This is an optimization exercise on Yosys and OpenROAD, whose aim is small area, not a production implementation.
Only simulation tests tie the RTL to the original design; equivalence was not proved.
Power is estimated from default activity; no workload was simulated.

== run 1 ==
==> flow/design.v <==
module useless_boxes(input  logic       clk,
                     input  logic       reset,
                     input  logic [9:0] switch,
                     output logic [9:0] PWM);
	logic [8:0] fa;
	logic [5:0] fb;
	logic frame0;
	assign frame0 = reset || (fa == 9'd333 && fb == 6'd20);   
	always_ff @(posedge clk)
		if (frame0) begin
			fa <= 9'd0;
			fb <= 6'd0;
		end else if (fb == 6'd59) begin
			fa <= fa + 9'd1;
			fb <= 6'd0;
		end else
			fb <= fb + 6'd1;
	logic lt3200, lt1500;
	assign lt3200 = fa < 9'd53 || (fa == 9'd53 && fb < 6'd20);   
	assign lt1500 = fa < 9'd25;                                  
	logic [5:0] rq;
	logic [4:0] rs;
	logic [4:0] kq, kf;
	logic [5:0] ks;
	logic goq, gos, gof;
	assign goq = fa > 9'd41 || (fa == 9'd41 && fb > 6'd4);   
	assign gos = fa >= 9'd29;                               
	assign gof = fa >= 9'd33;                               
	always_ff @(posedge clk)
		if (frame0) begin
			rq <= 6'd14;   
			rs <= 5'd9;    
			kq <= 5'd20;
			ks <= 6'd50;
			kf <= 5'd20;
		end else begin
			rq <= (rq == 6'd0) ? 6'd34 : rq - 6'd1;
			rs <= (rs == 5'd0) ? 5'd28 : rs - 5'd1;
			if (rq == 6'd0 && goq) kq <= kq - 5'd1;
			if (rs == 5'd0 && gos) ks <= ks - 6'd1;
			if (fb == 6'd19 && gof) kf <= kf - 5'd1;   
		end
	genvar i;
	generate
		for (i = 0; i < 10; i = i + 1) begin : box_gen_loop
			useless_box box(.clk(clk), .reset(reset), .sw(switch[i]),
			                .lt3200(lt3200), .lt1500(lt1500),
			                .kq(kq), .ks(ks), .kf(kf), .PWM(PWM[i]));
		end
	endgenerate
endmodule
module useless_box(input  logic       clk,
                   input  logic       reset,
                   input  logic       sw,
                   input  logic       lt3200,
                   input  logic       lt1500,
                   input  logic [4:0] kq, kf,
                   input  logic [5:0] ks,
                   output logic       PWM);
	logic w, h;
	always_ff @(posedge clk) begin
		w <= !reset && !w && !h && sw;
		h <= !reset && (w || (h && sw));
	end
	logic [2:0] s;
	always_ff @(posedge clk)
		if (reset) s <= 3'd1;
		else if (w) s <= {s[1:0], s[2] ^ s[1]};
	localparam logic [16:0] CLR = 17'h00204;
	localparam logic [16:0] INV = 17'h0AAAA;
	logic [16:0] r, q, qn;
	logic z, step;
	assign q = r ^ INV;
	assign z = (q[15:0] == 16'd0);
	assign step = z & !q[16];
	assign qn = {q[15:0], q[16] ^ q[13] ^ z};
	always_ff @(posedge clk)
		if (reset || w) r <= CLR ^ INV;
		else r <= qn ^ INV;
	logic [5:0] n;
	logic sat;
	assign sat = n[5] & n[4] & n[2];   
	always_ff @(posedge clk)
		if (reset || w) n <= 6'd0;
		else if (step && !sat) n <= n + 6'd1;
	logic [5:0] k;
	assign k = ({6{!s[1]}} & {1'b0, kq}) | ({6{s[1] & !s[0]}} & ks) | ({6{s[1] & s[0]}} & {1'b0, kf});
	logic [6:0] c;
	assign c[0] = 1'b0;
	genvar j;
	generate
		for (j = 0; j < 6; j = j + 1) begin : cmp
			assign c[j+1] = (n[j] & !k[j]) | (n[j] & c[j]) | (!k[j] & c[j]);
		end
	endgenerate
	logic act;
	assign act = sw & !w;
	always_ff @(posedge clk)
		PWM <= lt3200 & (!act | lt1500 | !c[6]);
endmodule
export LEC_CHECK = 0
export CAP_MARGIN = 20
export CORE_MARGIN = 2
export CORE_UTILIZATION = 40
export PLACE_DENSITY = 0.6
export SLEW_MARGIN = 20
create_clock -name core_clock -period 10.0 [get_ports {clk}]
standard.sh (not shown) runs the stock make flow with config.mk's settings and CLKGATE_MAP_FILE= SYNTH_SCRIPT=/design/flow/synth_recipe.tcl, a recipe that flattens the netlist after the stock synthesis.
==> flow/flow/run.sh <==
#!/bin/bash
# Layout: the standard flow (standard.sh) with two changes:
#  - synthesis maps logic with an area-oriented ABC script (area_synth.tcl);
#  - clock tree synthesis inserts no dummy loads.
set -uo pipefail
work=$(pwd)
bash standard.sh \
  "SYNTH_SCRIPT=$work/flow/area_synth.tcl" \
  "CTS_ARGS=-sink_clustering_enable -repair_clock_nets -dont_use_dummy_load -buf_list sky130_fd_sc_hd__clkbuf_8 -sink_clustering_size 16 -sink_clustering_max_diameter 60" \
  finish > standard.log 2>&1
==> flow/flow/area.abc <==
strash
&get -n
&fraig -x
&put
scorr
dc2
strash
&get -n
&dch -f
&nf -R 1000
&put
strash
dc2
&get -n
&dch -f
&nf -R 1000
&put
topo
stime -c
==> flow/flow/area_synth.tcl <==
# The standard synthesis (synth_recipe.tcl, sourced unchanged), except
# that ABC maps the logic with the area-oriented script area.abc beside
# this file. Registers, their names and cell types are not affected: ABC
# only remaps the combinational logic between them.
set area_abc [file join [file dirname [file normalize [info script]]] area.abc]
proc abc {args} {
  global area_abc
  set i [lsearch -exact $args -script]
  if {$i >= 0} {
    set args [lreplace $args $i [expr {$i + 1}] -script $area_abc]
  }
  yosys abc {*}$args
}
source [file join [file dirname [file dirname $area_abc]] synth_recipe.tcl]
What run 2 does differently from run 1 at the input level:
==> flow/design.v <==
module useless_boxes(input  logic       clk,
                     input  logic       reset,
                     input  logic [9:0] switch,
                     output logic [9:0] PWM);
	logic [14:0] count;
	always_ff @(posedge clk)
		if (reset || count == 15'd20000) count <= 15'd0;
		else count <= count + 15'd1;
	logic lt3200, lt1500;
	assign lt3200 = count < 15'd3200;
	assign lt1500 = count < 15'd1500;
	logic frame0;
	assign frame0 = reset || count == 15'd20000;
	logic [5:0] rq, rf;
	logic [4:0] rs;
	logic [4:0] kq, kf;
	logic [5:0] ks;
	logic goq, gos, gof;
	assign goq = count[11:0] >= 12'd2496;   
	assign gos = count[11:0] >= 12'd1728;   
	assign gof = count[11:0] >= 12'd1984;   
	always_ff @(posedge clk)
		if (frame0) begin
			rq <= 6'd14;   
			rs <= 5'd9;    
			rf <= 6'd19;   
			kq <= 5'd20;
			ks <= 6'd50;
			kf <= 5'd20;
		end else begin
			rq <= (rq == 6'd0) ? 6'd34 : rq - 6'd1;
			rs <= (rs == 5'd0) ? 5'd28 : rs - 5'd1;
			rf <= (rf == 6'd0) ? 6'd59 : rf - 6'd1;
			if (rq == 6'd0 && goq) kq <= kq - 5'd1;
			if (rs == 5'd0 && gos) ks <= ks - 6'd1;
			if (rf == 6'd0 && gof) kf <= kf - 5'd1;
		end
	genvar i;
	generate
		for (i = 0; i < 10; i = i + 1) begin : box_gen_loop
			useless_box box(.clk(clk), .reset(reset), .sw(switch[i]),
			                .lt3200(lt3200), .lt1500(lt1500),
			                .kq(kq), .ks(ks), .kf(kf), .PWM(PWM[i]));
		end
	endgenerate
endmodule
module useless_box(input  logic       clk,
                   input  logic       reset,
                   input  logic       sw,
                   input  logic       lt3200,
                   input  logic       lt1500,
                   input  logic [4:0] kq, kf,
                   input  logic [5:0] ks,
                   output logic       PWM);
	logic w, h;
	always_ff @(posedge clk) begin
		w <= !reset && !w && !h && sw;
		h <= !reset && (w || (h && sw));
	end
	logic [2:0] s;
	always_ff @(posedge clk)
		if (reset) s <= 3'd1;
		else if (w) s <= {s[1:0], s[2] ^ s[1]};
	localparam logic [16:0] CLR = 17'h00204;
	localparam logic [16:0] INV = 17'h0AAAA;
	logic [16:0] r, q, qn;
	logic z, step;
	assign q = r ^ INV;
	assign z = (q[15:0] == 16'd0);
	assign step = z & !q[16];
	assign qn = {q[15:0], q[16] ^ q[13] ^ z};
	always_ff @(posedge clk)
		if (reset || w) r <= CLR ^ INV;
		else r <= qn ^ INV;
	logic [5:0] n;
	logic sat;
	assign sat = n[5] & n[4] & n[2];   
	always_ff @(posedge clk)
		if (reset || w) n <= 6'd0;
		else if (step && !sat) n <= n + 6'd1;
	logic [5:0] k;
	assign k = s[1] ? (s[0] ? {1'b0, kf} : ks) : {1'b0, kq};
	logic [6:0] c;
	assign c[0] = 1'b0;
	genvar j;
	generate
		for (j = 0; j < 6; j = j + 1) begin : cmp
			assign c[j+1] = (n[j] & !k[j]) | (n[j] & c[j]) | (!k[j] & c[j]);
		end
	endgenerate
	logic act;
	assign act = sw & !w;
	always_ff @(posedge clk)
		PWM <= lt3200 & (!act | lt1500 | !c[6]);
endmodule
Results
Run 2 | stages: all done | timing, DRC, antenna: all pass. Changes observed in run 2 relative to run 1: clock latency on the worst-skew pair held steady; final area grew by about 3.2%; wire length grew by 150 um; total vias in the final route grew by 1.7%; sequential share of cell area shrank by 0.70 points. Run 2 ends up with a count of inserted tapcells that is 1.5% higher than in run 1. Compared with run 1, run 2 shows a synthesized area that is 3.6% higher. Run 2 against run 1: floorplan row count went up by 1; proportion of layout cells with a drive suffix above 1 shrank by 0.17 points; power after layout +about 2%. Total of clock buffers placed in the layout (run 2 over run 1): decrease, 1. For least setup slack across all paths after layout, run 1 and run 2 come out practically identical.

## what the ideal ports hide
Ports are ideal in the flow. The routed layouts listed here were re-timed in OpenROAD. Step 1 sets driving cells, clkbuf_16 on the clock port and buf_2 on the other inputs (assumed; they add their load-dependent delay and slew). Step 2 also shifts input and output timing later by t, the mid clock arrival at the registers, as if the neighbouring blocks saw the same clock. Three values: ideal, step 1, step 2; two values: the first two.
| run | t, ns | slack for setup (ns) | worst register clock-pin slew, ns | worst data-port slew with drivers (ns) |
|---|---|---|---|---|
| run 1 | 0.616 | 6.537 / 6.495 / 6.392 | 0.10 / 0.10 | 0.03 |
| run 2 | 0.609 | 6.537 / 6.494 / 6.391 | 0.11 / 0.11 | 0.05 |
After both steps every run listed still meets setup and hold. For run 2, which loses most, drivers alone change the setup slack by -0.043 ns; drivers and shift together by -0.146 ns.
